Source: an optimization exercise on an open RTL-to-GDS flow (aim: small area and a short achievable clock period). Production flows keep margins and buffers that such runs may drop. Only simulation tests tie the RTL to the original design; equivalence was not proved. Power figures rest on the tool's default switching activity, not on a simulated workload.

==> garnet <==
==> flow/design.v (excerpt) <==
module SCPU(clk, rst_n, in_valid, instruction, MEM_out, busy, out_valid, out0, out1, out2, out3, out4, out5, out6, out7, out8, out9, out10, out11, out12, out13, out14, out15, WEN, ADDR, MEM_in);
export LEC_CHECK = 0
export ABC_AREA = 1
export CAP_MARGIN = 10
export CORE_MARGIN = 2
export CORE_UTILIZATION = 40
export CTS_CLUSTER_DIAMETER = 100
export CTS_CLUSTER_SIZE = 25
export SETUP_SLACK_MARGIN = 5
export SLEW_MARGIN = 10
export SYNTH_HIERARCHICAL = 1
export SYNTH_MINIMUM_KEEP_SIZE = 0
export TNS_END_PERCENT = 20
create_clock -name core_clock -period 8.0 [get_ports {clk}]
standard.sh (not shown) runs the stock make flow with config.mk's settings and CLKGATE_MAP_FILE= SYNTH_SCRIPT=/design/flow/synth_recipe.tcl, a recipe that flattens the netlist after the stock synthesis.
==> flow/flow/run.sh <==
#!/bin/bash
set -euo pipefail
bash standard.sh "BUFFER_PORTS_ARGS=-buffer_cell sky130_fd_sc_hd__buf_1" finish > standard.log 2>&1
==> cedar: changes against garnet <==
--- a/flow/design.v
+++ b/flow/design.v
@@ -6,86 +6,17 @@
 output [12:0] ADDR;
 output [15:0] MEM_in;
 output reg [15:0] out0, out1, out2, out3, out4, out5, out6, out7, out8, out9, out10, out11, out12, out13, out14, out15;
 assign busy = 1'b0;
 wire [15:0] rdA, rdB;
 wire [3:0] s0_n, s10_n, s11_n;
 wire c4_n, c80_n, c81_n;
 wire [4:0] ahp1_n;
-wire [255:0] xi_s1_r = {out15, out14, out13, out12, out11, out10, out9, out8, out7, out6, out5, out4, out3, out2, out1, out0};
-wire [18:0] xi_s1_ins = instruction;
-wire [15:0] xo_s1_rda;
-assign rdA = xo_s1_rda;
-wire [15:0] xo_s1_rdb;
-assign rdB = xo_s1_rdb;
-wire [3:0] xo_s1_s0;
-assign s0_n = xo_s1_s0;
-wire  xo_s1_c4;
-assign c4_n = xo_s1_c4;
-wire [3:0] xo_s1_s10;
-assign s10_n = xo_s1_s10;
-wire  xo_s1_c80;
-assign c80_n = xo_s1_c80;
-wire [3:0] xo_s1_s11;
-assign s11_n = xo_s1_s11;
-wire  xo_s1_c81;
-assign c81_n = xo_s1_c81;
-wire [4:0] xo_s1_ahp1;
-assign ahp1_n = xo_s1_ahp1;
-if (1) begin : s1
-  wire [255:0] r = xi_s1_r;
-  wire [18:0] ins = xi_s1_ins;
-  wire [15:0] rda;
-  assign xo_s1_rda = rda;
-  wire [15:0] rdb;
-  assign xo_s1_rdb = rdb;
-  wire [3:0] s0;
-  assign xo_s1_s0 = s0;
-  wire  c4;
-  assign xo_s1_c4 = c4;
-  wire [3:0] s10;
-  assign xo_s1_s10 = s10;
-  wire  c80;
-  assign xo_s1_c80 = c80;
-  wire [3:0] s11;
-  assign xo_s1_s11 = s11;
-  wire  c81;
-  assign xo_s1_c81 = c81;
-  wire [4:0] ahp1;
-  assign xo_s1_ahp1 = ahp1;
-wire [15:0] sa = 16'd1 << ins[15:12];
-wire [15:0] sb = 16'd1 << ins[11:8];
-wire [15:0] sa0, sa1, sb0, sb1;
-scpu_dec4 da0(.a(ins[15:12]), .y(sa0));
-scpu_dec4 da1(.a(ins[15:12]), .y(sa1));
-scpu_dec4 db0(.a(ins[11:8]), .y(sb0));
-scpu_dec4 db1(.a(ins[11:8]), .y(sb1));
-reg [15:0] ta, tb;
-integer i;
-always @(*) begin
-  ta = 16'd0; tb = 16'd0;
-  for (i = 0; i < 16; i = i + 1) begin
-    ta = ta | (r[16*i +: 16] & {{8{sa1[i]}}, {8{sa0[i]}}});
-    tb = tb | (r[16*i +: 16] & {{8{sb1[i]}}, {8{sb0[i]}}});
-  end
-end
-assign rda = ta;
-assign rdb = tb;
-wire [7:0] ag = ta[7:0] & ins[7:0];
-wire [7:0] at = ta[7:0] | ins[7:0];
-wire [7:0] ap = ta[7:0] ^ ins[7:0];
-assign s0 = ap[3:0] ^ {(ag[0] & at[1] & at[2]) | (ag[1] & at[2]) | (ag[2]), (ag[0] & at[1]) | (ag[1]), (ag[0]), 1'b0};
-assign c4 = (ag[0] & at[1] & at[2] & at[3]) | (ag[1] & at[2] & at[3]) | (ag[2] & at[3]) | (ag[3]);
-assign s10 = ap[7:4] ^ {(ag[4] & at[5] & at[6]) | (ag[5] & at[6]) | (ag[6]), (ag[4] & at[5]) | (ag[5]), (ag[4]), 1'b0};
-assign c80 = (ag[4] & at[5] & at[6] & at[7]) | (ag[5] & at[6] & at[7]) | (ag[6] & at[7]) | (ag[7]);
-assign s11 = ap[7:4] ^ {(at[4] & at[5] & at[6]) | (ag[4] & at[5] & at[6]) | (ag[5] & at[6]) | (ag[6]), (at[4] & at[5]) | (ag[4] & at[5]) | (ag[5]), (at[4]) | (ag[4]), (1'b1)};
-assign c81 = (at[4] & at[5] & at[6] & at[7]) | (ag[4] & at[5] & at[6] & at[7]) | (ag[5] & at[6] & at[7]) | (ag[6] & at[7]) | (ag[7]);
-assign ahp1 = ta[12:8] + 5'd1;
-end
+scpu_s1 u_s1(.r({out15, out14, out13, out12, out11, out10, out9, out8, out7, out6, out5, out4, out3, out2, out1, out0}), .ins(instruction), .rda(rdA), .rdb(rdB), .s0(s0_n), .c4(c4_n), .s10(s10_n), .c80(c80_n), .s11(s11_n), .c81(c81_n), .ahp1(ahp1_n));
 reg v1, wen_r;
 reg [2:0] op1;
 reg [11:0] f1;
 reg [15:0] A, B;
 reg [3:0] s0_r, s10_r, s11_r;
 reg c4_r, c80_r, c81_r;
 reg [4:0] ahp1_r;
 always @(posedge clk or negedge rst_n)
@@ -102,37 +33,203 @@
 end
 assign WEN = wen_r;
 wire c8 = c80_r | (c4_r & c81_r);
 assign ADDR = {c8 ? ahp1_r : A[12:8], c4_r ? s11_r : s10_r, s0_r};
 assign MEM_in = B;
 wire [86:0] mrow;
 wire [15:0] r1_n;
 wire r2b_n;
-wire [15:0] xi_s2_a = A;
-wire [15:0] xi_s2_b = B;
-wire [2:0] xi_s2_op = op1;
-wire [7:0] xi_s2_f = f1[7:0];
-wire [86:0] xo_s2_m;
-assign mrow = xo_s2_m;
-wire [15:0] xo_s2_r1;
-assign r1_n = xo_s2_r1;
-wire  xo_s2_r2b;
-assign r2b_n = xo_s2_r2b;
-if (1) begin : s2
-  wire [15:0] a = xi_s2_a;
-  wire [15:0] b = xi_s2_b;
-  wire [2:0] op = xi_s2_op;
-  wire [7:0] f = xi_s2_f;
-  wire [86:0] m;
-  assign xo_s2_m = m;
-  wire [15:0] r1;
-  assign xo_s2_r1 = r1;
-  wire  r2b;
-  assign xo_s2_r2b = r2b;
+scpu_s2 u_s2(.a(A), .b(B), .op(op1), .f(f1[7:0]), .m(mrow), .r1(r1_n), .r2b(r2b_n));
+reg v2, we1, we2, ld2, mul2, ov, r2b_r;
+reg [3:0] d1, d2;
+reg [15:0] r1_r;
+reg q0_0, q0_1, q1_0, q2_0, q2_1, q2_2, q3_0, q3_1, q4_0, q4_1, q4_2, q5_0, q5_1, q5_2, q6_0, q6_1, q6_2, q7_0, q7_1, q7_2, q8_0, q8_1, q8_2, q9_0, q9_1, q9_2, q10_0, q10_1, q10_2, q11_0, q11_1, q11_2, q12_0, q12_1, q12_2, q13_0, q13_1, q13_2, q14_0, q14_1, q14_2, q15_0, q15_1, q15_2, q16_0, q16_1, q16_2, q17_0, q17_1, q17_2, q18_0, q18_1, q18_2, q19_0, q19_1, q19_2, q20_0, q20_1, q20_2, q21_0, q21_1, q21_2, q22_0, q22_1, q22_2, q23_0, q23_1, q23_2, q24_0, q24_1, q24_2, q25_0, q25_1, q25_2, q26_0, q26_1, q26_2, q27_0, q27_1, q27_2, q28_0, q28_1, q28_2, q29_0, q29_1, q30_0, q31_0;
+always @(posedge clk or negedge rst_n)
+  if (!rst_n) begin v2 <= 1'b0; we1 <= 1'b0; we2 <= 1'b0; end
+  else begin
+    v2 <= v1;
+    we1 <= v1 & (op1 != 3'd5);
+    we2 <= v1 & ((op1 == 3'd1) | (op1 == 3'd2) | (op1 == 3'd7));
+  end
+always @(posedge clk) begin
+  ld2 <= (op1 == 3'd6);
+  mul2 <= (op1 == 3'd1);
+  d1 <= ((op1 == 3'd3) | (op1 == 3'd4) | (op1 == 3'd6)) ? f1[11:8] : f1[7:4];
+  d2 <= f1[3:0];
+  r1_r <= r1_n;
+  r2b_r <= r2b_n;
+  q0_0 <= mrow[0];
+  q0_1 <= mrow[1];
+  q1_0 <= mrow[2];
+  q2_0 <= mrow[3];
+  q2_1 <= mrow[4];
+  q2_2 <= mrow[5];
+  q3_0 <= mrow[6];
+  q3_1 <= mrow[7];
+  q4_0 <= mrow[8];
+  q4_1 <= mrow[9];
+  q4_2 <= mrow[10];
+  q5_0 <= mrow[11];
+  q5_1 <= mrow[12];
+  q5_2 <= mrow[13];
+  q6_0 <= mrow[14];
+  q6_1 <= mrow[15];
+  q6_2 <= mrow[16];
+  q7_0 <= mrow[17];
+  q7_1 <= mrow[18];
+  q7_2 <= mrow[19];
+  q8_0 <= mrow[20];
+  q8_1 <= mrow[21];
+  q8_2 <= mrow[22];
+  q9_0 <= mrow[23];
+  q9_1 <= mrow[24];
+  q9_2 <= mrow[25];
+  q10_0 <= mrow[26];
+  q10_1 <= mrow[27];
+  q10_2 <= mrow[28];
+  q11_0 <= mrow[29];
+  q11_1 <= mrow[30];
+  q11_2 <= mrow[31];
+  q12_0 <= mrow[32];
+  q12_1 <= mrow[33];
+  q12_2 <= mrow[34];
+  q13_0 <= mrow[35];
+  q13_1 <= mrow[36];
+  q13_2 <= mrow[37];
+  q14_0 <= mrow[38];
+  q14_1 <= mrow[39];
+  q14_2 <= mrow[40];
+  q15_0 <= mrow[41];
+  q15_1 <= mrow[42];
+  q15_2 <= mrow[43];
+  q16_0 <= mrow[44];
+  q16_1 <= mrow[45];
+  q16_2 <= mrow[46];
+  q17_0 <= mrow[47];
+  q17_1 <= mrow[48];
+  q17_2 <= mrow[49];
+  q18_0 <= mrow[50];
+  q18_1 <= mrow[51];
+  q18_2 <= mrow[52];
+  q19_0 <= mrow[53];
+  q19_1 <= mrow[54];
+  q19_2 <= mrow[55];
+  q20_0 <= mrow[56];
+  q20_1 <= mrow[57];
+  q20_2 <= mrow[58];
+  q21_0 <= mrow[59];
+  q21_1 <= mrow[60];
+  q21_2 <= mrow[61];
+  q22_0 <= mrow[62];
+  q22_1 <= mrow[63];
+  q22_2 <= mrow[64];
+  q23_0 <= mrow[65];
+  q23_1 <= mrow[66];
+  q23_2 <= mrow[67];
+  q24_0 <= mrow[68];
+  q24_1 <= mrow[69];
+  q24_2 <= mrow[70];
+  q25_0 <= mrow[71];
+  q25_1 <= mrow[72];
+  q25_2 <= mrow[73];
+  q26_0 <= mrow[74];
+  q26_1 <= mrow[75];
+  q26_2 <= mrow[76];
+  q27_0 <= mrow[77];
+  q27_1 <= mrow[78];
+  q27_2 <= mrow[79];
+  q28_0 <= mrow[80];
+  q28_1 <= mrow[81];
+  q28_2 <= mrow[82];
+  q29_0 <= mrow[83];
+  q29_1 <= mrow[84];
+  q30_0 <= mrow[85];
+  q31_0 <= mrow[86];
+end
+wire [255:0] nrf;
+scpu_s3 u_s3(.q({q31_0, q30_0, q29_1, q29_0, q28_2, q28_1, q28_0, q27_2, q27_1, q27_0, q26_2, q26_1, q26_0, q25_2, q25_1, q25_0, q24_2, q24_1, q24_0, q23_2, q23_1, q23_0, q22_2, q22_1, q22_0, q21_2, q21_1, q21_0, q20_2, q20_1, q20_0, q19_2, q19_1, q19_0, q18_2, q18_1, q18_0, q17_2, q17_1, q17_0, q16_2, q16_1, q16_0, q15_2, q15_1, q15_0, q14_2, q14_1, q14_0, q13_2, q13_1, q13_0, q12_2, q12_1, q12_0, q11_2, q11_1, q11_0, q10_2, q10_1, q10_0, q9_2, q9_1, q9_0, q8_2, q8_1, q8_0, q7_2, q7_1, q7_0, q6_2, q6_1, q6_0, q5_2, q5_1, q5_0, q4_2, q4_1, q4_0, q3_1, q3_0, q2_2, q2_1, q2_0, q1_0, q0_1, q0_0}), .r1(r1_r), .r2b(r2b_r), .mul(mul2), .ld(ld2), .we1(we1), .we2(we2), .d1(d1), .d2(d2), .mo(MEM_out), .r({out15, out14, out13, out12, out11, out10, out9, out8, out7, out6, out5, out4, out3, out2, out1, out0}), .nr(nrf));
+assign out_valid = ov;
+always @(posedge clk or negedge rst_n)
+  if (!rst_n) begin
+    ov <= 1'b0;
+    out0 <= 16'd0;
+    out1 <= 16'd0;
+    out2 <= 16'd0;
+    out3 <= 16'd0;
+    out4 <= 16'd0;
+    out5 <= 16'd0;
+    out6 <= 16'd0;
+    out7 <= 16'd0;
+    out8 <= 16'd0;
+    out9 <= 16'd0;
+    out10 <= 16'd0;
+    out11 <= 16'd0;
+    out12 <= 16'd0;
+    out13 <= 16'd0;
+    out14 <= 16'd0;
+    out15 <= 16'd0;
+  end else begin
+    ov <= v2;
+    out0 <= nrf[15:0];
+    out1 <= nrf[31:16];
+    out2 <= nrf[47:32];
+    out3 <= nrf[63:48];
+    out4 <= nrf[79:64];
+    out5 <= nrf[95:80];
+    out6 <= nrf[111:96];
+    out7 <= nrf[127:112];
+    out8 <= nrf[143:128];
+    out9 <= nrf[159:144];
+    out10 <= nrf[175:160];
+    out11 <= nrf[191:176];
+    out12 <= nrf[207:192];
+    out13 <= nrf[223:208];
+    out14 <= nrf[239:224];
+    out15 <= nrf[255:240];
+  end
+endmodule
+module scpu_s1(r, ins, rda, rdb, s0, c4, s10, c80, s11, c81, ahp1);
+input [255:0] r;
+input [18:0] ins;
+output [15:0] rda, rdb;
+output [3:0] s0, s10, s11;
+output c4, c80, c81;
+output [4:0] ahp1;
+wire [15:0] sa = 16'd1 << ins[15:12];
+wire [15:0] sb = 16'd1 << ins[11:8];
+reg [15:0] ta, tb;
+integer i;
+always @(*) begin
+  ta = 16'd0; tb = 16'd0;
+  for (i = 0; i < 16; i = i + 1) begin
+    ta = ta | (r[16*i +: 16] & {16{sa[i]}});
+    tb = tb | (r[16*i +: 16] & {16{sb[i]}});
+  end
+end
+assign rda = ta;
+assign rdb = tb;
+wire [7:0] ag = ta[7:0] & ins[7:0];
+wire [7:0] at = ta[7:0] | ins[7:0];
+wire [7:0] ap = ta[7:0] ^ ins[7:0];
+assign s0 = ap[3:0] ^ {(ag[0] & at[1] & at[2]) | (ag[1] & at[2]) | (ag[2]), (ag[0] & at[1]) | (ag[1]), (ag[0]), 1'b0};
+assign c4 = (ag[0] & at[1] & at[2] & at[3]) | (ag[1] & at[2] & at[3]) | (ag[2] & at[3]) | (ag[3]);
+assign s10 = ap[7:4] ^ {(ag[4] & at[5] & at[6]) | (ag[5] & at[6]) | (ag[6]), (ag[4] & at[5]) | (ag[5]), (ag[4]), 1'b0};
+assign c80 = (ag[4] & at[5] & at[6] & at[7]) | (ag[5] & at[6] & at[7]) | (ag[6] & at[7]) | (ag[7]);
+assign s11 = ap[7:4] ^ {(at[4] & at[5] & at[6]) | (ag[4] & at[5] & at[6]) | (ag[5] & at[6]) | (ag[6]), (at[4] & at[5]) | (ag[4] & at[5]) | (ag[5]), (at[4]) | (ag[4]), (1'b1)};
+assign c81 = (at[4] & at[5] & at[6] & at[7]) | (ag[4] & at[5] & at[6] & at[7]) | (ag[5] & at[6] & at[7]) | (ag[6] & at[7]) | (ag[7]);
+assign ahp1 = ta[12:8] + 5'd1;
+endmodule
+module scpu_s2(a, b, op, f, m, r1, r2b);
+input [15:0] a, b;
+input [2:0] op;
+input [7:0] f;
+output [86:0] m;
+output [15:0] r1;
+output r2b;
 wire [16:0] bx = {b, 1'b0};
 wire [16:0] ax = {a[15], a};
 wire [7:0] one, two, ng, nsx;
 assign one[0] = bx[1] ^ bx[0];
 assign two[0] = (bx[2] & ~bx[1] & ~bx[0]) | (~bx[2] & bx[1] & bx[0]);
 assign ng[0] = bx[2];
 assign one[1] = bx[3] ^ bx[2];
 assign two[1] = (bx[4] & ~bx[3] & ~bx[2]) | (~bx[4] & bx[3] & bx[2]);
@@ -363,151 +460,24 @@
             default: t = 16'd0;
           endcase
     3'd3, 3'd4: t = sum;
     default: t = {15'd0, cmp};
   endcase
 end
 assign r1 = t;
 assign r2b = ~cmp;
-end
-reg v2, we1, we2, ld2, mul2, ov, r2b_r;
-reg [3:0] d1, d2;
-reg [15:0] r1_r;
-reg q0_0, q0_1, q1_0, q2_0, q2_1, q2_2, q3_0, q3_1, q4_0, q4_1, q4_2, q5_0, q5_1, q5_2, q6_0, q6_1, q6_2, q7_0, q7_1, q7_2, q8_0, q8_1, q8_2, q9_0, q9_1, q9_2, q10_0, q10_1, q10_2, q11_0, q11_1, q11_2, q12_0, q12_1, q12_2, q13_0, q13_1, q13_2, q14_0, q14_1, q14_2, q15_0, q15_1, q15_2, q16_0, q16_1, q16_2, q17_0, q17_1, q17_2, q18_0, q18_1, q18_2, q19_0, q19_1, q19_2, q20_0, q20_1, q20_2, q21_0, q21_1, q21_2, q22_0, q22_1, q22_2, q23_0, q23_1, q23_2, q24_0, q24_1, q24_2, q25_0, q25_1, q25_2, q26_0, q26_1, q26_2, q27_0, q27_1, q27_2, q28_0, q28_1, q28_2, q29_0, q29_1, q30_0, q31_0;
-always @(posedge clk or negedge rst_n)
-  if (!rst_n) begin v2 <= 1'b0; we1 <= 1'b0; we2 <= 1'b0; end
-  else begin
-    v2 <= v1;
-    we1 <= v1 & (op1 != 3'd5);
-    we2 <= v1 & ((op1 == 3'd1) | (op1 == 3'd2) | (op1 == 3'd7));
-  end
-always @(posedge clk) begin
-  ld2 <= (op1 == 3'd6);
-  mul2 <= (op1 == 3'd1);
-  d1 <= ((op1 == 3'd3) | (op1 == 3'd4) | (op1 == 3'd6)) ? f1[11:8] : f1[7:4];
-  d2 <= f1[3:0];
-  r1_r <= r1_n;
-  r2b_r <= r2b_n;
-  q0_0 <= mrow[0];
-  q0_1 <= mrow[1];
-  q1_0 <= mrow[2];
-  q2_0 <= mrow[3];
-  q2_1 <= mrow[4];
-  q2_2 <= mrow[5];
-  q3_0 <= mrow[6];
-  q3_1 <= mrow[7];
-  q4_0 <= mrow[8];
-  q4_1 <= mrow[9];
-  q4_2 <= mrow[10];
-  q5_0 <= mrow[11];
-  q5_1 <= mrow[12];
-  q5_2 <= mrow[13];
-  q6_0 <= mrow[14];
-  q6_1 <= mrow[15];
-  q6_2 <= mrow[16];
-  q7_0 <= mrow[17];
-  q7_1 <= mrow[18];
-  q7_2 <= mrow[19];
-  q8_0 <= mrow[20];
-  q8_1 <= mrow[21];
-  q8_2 <= mrow[22];
-  q9_0 <= mrow[23];
-  q9_1 <= mrow[24];
-  q9_2 <= mrow[25];
-  q10_0 <= mrow[26];
-  q10_1 <= mrow[27];
-  q10_2 <= mrow[28];
-  q11_0 <= mrow[29];
-  q11_1 <= mrow[30];
-  q11_2 <= mrow[31];
-  q12_0 <= mrow[32];
-  q12_1 <= mrow[33];
-  q12_2 <= mrow[34];
-  q13_0 <= mrow[35];
-  q13_1 <= mrow[36];
-  q13_2 <= mrow[37];
-  q14_0 <= mrow[38];
-  q14_1 <= mrow[39];
-  q14_2 <= mrow[40];
-  q15_0 <= mrow[41];
-  q15_1 <= mrow[42];
-  q15_2 <= mrow[43];
-  q16_0 <= mrow[44];
-  q16_1 <= mrow[45];
-  q16_2 <= mrow[46];
-  q17_0 <= mrow[47];
-  q17_1 <= mrow[48];
-  q17_2 <= mrow[49];
-  q18_0 <= mrow[50];
-  q18_1 <= mrow[51];
-  q18_2 <= mrow[52];
-  q19_0 <= mrow[53];
-  q19_1 <= mrow[54];
-  q19_2 <= mrow[55];
-  q20_0 <= mrow[56];
-  q20_1 <= mrow[57];
-  q20_2 <= mrow[58];
-  q21_0 <= mrow[59];
-  q21_1 <= mrow[60];
-  q21_2 <= mrow[61];
-  q22_0 <= mrow[62];
-  q22_1 <= mrow[63];
-  q22_2 <= mrow[64];
-  q23_0 <= mrow[65];
-  q23_1 <= mrow[66];
-  q23_2 <= mrow[67];
-  q24_0 <= mrow[68];
-  q24_1 <= mrow[69];
-  q24_2 <= mrow[70];
-  q25_0 <= mrow[71];
-  q25_1 <= mrow[72];
-  q25_2 <= mrow[73];
-  q26_0 <= mrow[74];
-  q26_1 <= mrow[75];
-  q26_2 <= mrow[76];
-  q27_0 <= mrow[77];
-  q27_1 <= mrow[78];
-  q27_2 <= mrow[79];
-  q28_0 <= mrow[80];
-  q28_1 <= mrow[81];
-  q28_2 <= mrow[82];
-  q29_0 <= mrow[83];
-  q29_1 <= mrow[84];
-  q30_0 <= mrow[85];
-  q31_0 <= mrow[86];
-end
-wire [255:0] nrf;
-wire [86:0] xi_s3_q = {q31_0, q30_0, q29_1, q29_0, q28_2, q28_1, q28_0, q27_2, q27_1, q27_0, q26_2, q26_1, q26_0, q25_2, q25_1, q25_0, q24_2, q24_1, q24_0, q23_2, q23_1, q23_0, q22_2, q22_1, q22_0, q21_2, q21_1, q21_0, q20_2, q20_1, q20_0, q19_2, q19_1, q19_0, q18_2, q18_1, q18_0, q17_2, q17_1, q17_0, q16_2, q16_1, q16_0, q15_2, q15_1, q15_0, q14_2, q14_1, q14_0, q13_2, q13_1, q13_0, q12_2, q12_1, q12_0, q11_2, q11_1, q11_0, q10_2, q10_1, q10_0, q9_2, q9_1, q9_0, q8_2, q8_1, q8_0, q7_2, q7_1, q7_0, q6_2, q6_1, q6_0, q5_2, q5_1, q5_0, q4_2, q4_1, q4_0, q3_1, q3_0, q2_2, q2_1, q2_0, q1_0, q0_1, q0_0};
-wire [15:0] xi_s3_r1 = r1_r;
-wire  xi_s3_r2b = r2b_r;
-wire  xi_s3_mul = mul2;
-wire  xi_s3_ld = ld2;
-wire  xi_s3_we1 = we1;
-wire  xi_s3_we2 = we2;
-wire [3:0] xi_s3_d1 = d1;
-wire [3:0] xi_s3_d2 = d2;
-wire [15:0] xi_s3_mo = MEM_out;
-wire [255:0] xi_s3_r = {out15, out14, out13, out12, out11, out10, out9, out8, out7, out6, out5, out4, out3, out2, out1, out0};
-wire [255:0] xo_s3_nr;
-assign nrf = xo_s3_nr;
-if (1) begin : s3
-  wire [86:0] q = xi_s3_q;
-  wire [15:0] r1 = xi_s3_r1;
-  wire  r2b = xi_s3_r2b;
-  wire  mul = xi_s3_mul;
-  wire  ld = xi_s3_ld;
-  wire  we1 = xi_s3_we1;
-  wire  we2 = xi_s3_we2;
-  wire [3:0] d1 = xi_s3_d1;
-  wire [3:0] d2 = xi_s3_d2;
-  wire [15:0] mo = xi_s3_mo;
-  wire [255:0] r = xi_s3_r;
-  wire [255:0] nr;
-  assign xo_s3_nr = nr;
+endmodule
+module scpu_s3(q, r1, r2b, mul, ld, we1, we2, d1, d2, mo, r, nr);
+input [86:0] q;
+input [15:0] r1, mo;
+input r2b, mul, ld, we1, we2;
+input [3:0] d1, d2;
+input [255:0] r;
+output [255:0] nr;
 wire q0_0 = q[0];
 wire q0_1 = q[1];
 wire q1_0 = q[2];
 wire q2_0 = q[3];
 wire q2_1 = q[4];
 wire q2_2 = q[5];
 wire q3_0 = q[6];
 wire q3_1 = q[7];
@@ -649,68 +619,23 @@
 assign fhc2 = q29_0 & q29_1;
 wire [31:0] fs = {q31_0, q30_0, ffc24, ffc23, ffc22, ffc21, ffc20, ffc19, ffc18, ffc17, ffc16, ffc15, ffc14, ffc13, ffc12, ffc11, ffc10, ffc9, ffc8, ffc7, ffc6, ffc5, ffc4, ffc3, ffc2, ffc1, ffc0, fhc1, fhc0, q2_2, q1_0, q0_0};
 wire [31:0] fc = {1'b0, fhc2, fhs2, ffs24, ffs23, ffs22, ffs21, ffs20, ffs19, ffs18, ffs17, ffs16, ffs15, ffs14, ffs13, ffs12, ffs11, ffs10, ffs9, ffs8, ffs7, ffs6, ffs5, ffs4, ffs3, ffs2, ffs1, ffs0, fhs1, fhs0, 1'b0, q0_1};
 wire [31:0] p = fs + fc;
 wire [15:0] x1 = ld ? mo : r1;
 wire [15:0] w1 = mul ? p[31:16] : x1;
 wire [15:0] w2 = mul ? p[15:0] : {15'd0, r2b};
 genvar g;
-for (g = 0; g < 16; g = g + 1) begin : wb
+generate for (g = 0; g < 16; g = g + 1) begin : wb
   wire s2 = we2 && d2 == g;
   wire s1 = we1 && d1 == g && !s2;
   wire h = !(s1 | s2);
   genvar k;
   for (k = 0; k < 16; k = k + 1) begin : bt
     scpu_wbit u(.s2(s2), .w2(w2[k]), .s1(s1), .w1(w1[k]), .h(h), .q(r[16*g+k]), .d(nr[16*g+k]));
   end
-end
-end
-assign out_valid = ov;
-always @(posedge clk or negedge rst_n)
-  if (!rst_n) begin
-    ov <= 1'b0;
-    out0 <= 16'd0;
-    out1 <= 16'd0;
-    out2 <= 16'd0;
-    out3 <= 16'd0;
-    out4 <= 16'd0;
-    out5 <= 16'd0;
-    out6 <= 16'd0;
-    out7 <= 16'd0;
-    out8 <= 16'd0;
-    out9 <= 16'd0;
-    out10 <= 16'd0;
-    out11 <= 16'd0;
-    out12 <= 16'd0;
-    out13 <= 16'd0;
-    out14 <= 16'd0;
-    out15 <= 16'd0;
-  end else begin
-    ov <= v2;
-    out0 <= nrf[15:0];
-    out1 <= nrf[31:16];
-    out2 <= nrf[47:32];
-    out3 <= nrf[63:48];
-    out4 <= nrf[79:64];
-    out5 <= nrf[95:80];
-    out6 <= nrf[111:96];
-    out7 <= nrf[127:112];
-    out8 <= nrf[143:128];
-    out9 <= nrf[159:144];
-    out10 <= nrf[175:160];
-    out11 <= nrf[191:176];
-    out12 <= nrf[207:192];
-    out13 <= nrf[223:208];
-    out14 <= nrf[239:224];
-    out15 <= nrf[255:240];
-  end
-endmodule
-module scpu_dec4(a, y);
-input [3:0] a;
-output [15:0] y;
-assign y = 16'd1 << a;
+end endgenerate
 endmodule
 module scpu_wbit(s2, w2, s1, w1, h, q, d);
 input s2, w2, s1, w1, h, q;
 output d;
 assign d = (s2 & w2) | (s1 & w1) | (h & q);
 endmodule
==> flow/flow/run.sh (replaced) <==
#!/bin/bash
set -euo pipefail
bash standard.sh "BUFFER_PORTS_ARGS=-buffer_cell sky130_fd_sc_hd__buf_1" RECOVER_POWER=100 finish > standard.log 2>&1
CAP_MARGIN = 20   (was 10)
SLEW_MARGIN = 20   (was 10)
TNS_END_PERCENT = 5   (was 20)
==> qor summary <==
| item | garnet | cedar |
|---|---|---|
| Result of the run | finished clean | finished with violations |
| Violated checks | - | max-capacitance violations, max-slew violations |
| Complex-gate fraction of the synthesized area | 0.117 | 0.0927 |
| Transition time at the pin with the least slew margin | 1.25 ns | 2.44 ns |
| R2R cell count | 14 | 10 |
| Area of the core | 70100 µm² | 74400 µm² |
| Max capacitance violation total | 0 | 9 |
| Number of clock sinks | 441 | 443 |
| Post-CTS setup buffers | 23 | 64 |
| Overall global routing resource usage | 0.365 | 0.382 |
| Logic gate share of total power | 0.646 | 0.628 |
| Critical path buffer and inverter count | 1 | 4 |
| Synth Area in Adders | 0.120 | 0.115 |
| Share of cell area taken by multi-input logic gates | 0.531 | 0.515 |
| Power per cell area | 553 nW/µm² | 527 nW/µm² |
| Warnings, synthesis | 7 | 9 |
| Seq. cell area | 10200 µm² | 10200 µm² |
| Flop+latch power | 5030 µW | 5150 µW |
| Post-placement setup slack | 3.34 ns | 3.45 ns |
| # rows | 97 | 100 |
| Highest ir drop seen on vdd | 0.000378 V | 0.000229 V |
| Worst-path maximum fanout | 6 | 19 |
| Die ar. | 73100 µm² | 77300 µm² |
| Die span in x | 270 µm | 278 µm |
| M1 GR Usage | 0.473 | 0.509 |
| Hpwl dp | 102 mm | 115 mm |

## re-timing with driven ports
How much do the figures lean on ideal ports? The routed layouts below were timed once more, with nothing changed but the port constraints.
Step 1 sets driving cells, clkbuf_16 on the clock port and buf_2 on the other inputs (assumed; they add their load-dependent delay and slew).
Step 2, shift: input delay + t, output delay - t, t = (earliest + latest rising clock arrival at the registers) / 2. This alone moves slack from input paths to output paths.
Three values: ideal, step 1, step 2; two values: the first two.
| run | t, ns | slack for setup (ns) | worst setup path at the end | latest minus earliest clock arrival (ns) |
|---|---|---|---|---|
| garnet | 0.679 | 4.751 / 4.682 / 4.119 | input to register | 0.055 / 0.055 |
| cedar | 0.699 | 2.665 / 2.665 / 2.665 | register to register | 0.059 / 0.060 |
For garnet, which loses most, drivers alone change the setup slack by -0.069 ns; drivers and shift together by -0.632 ns.
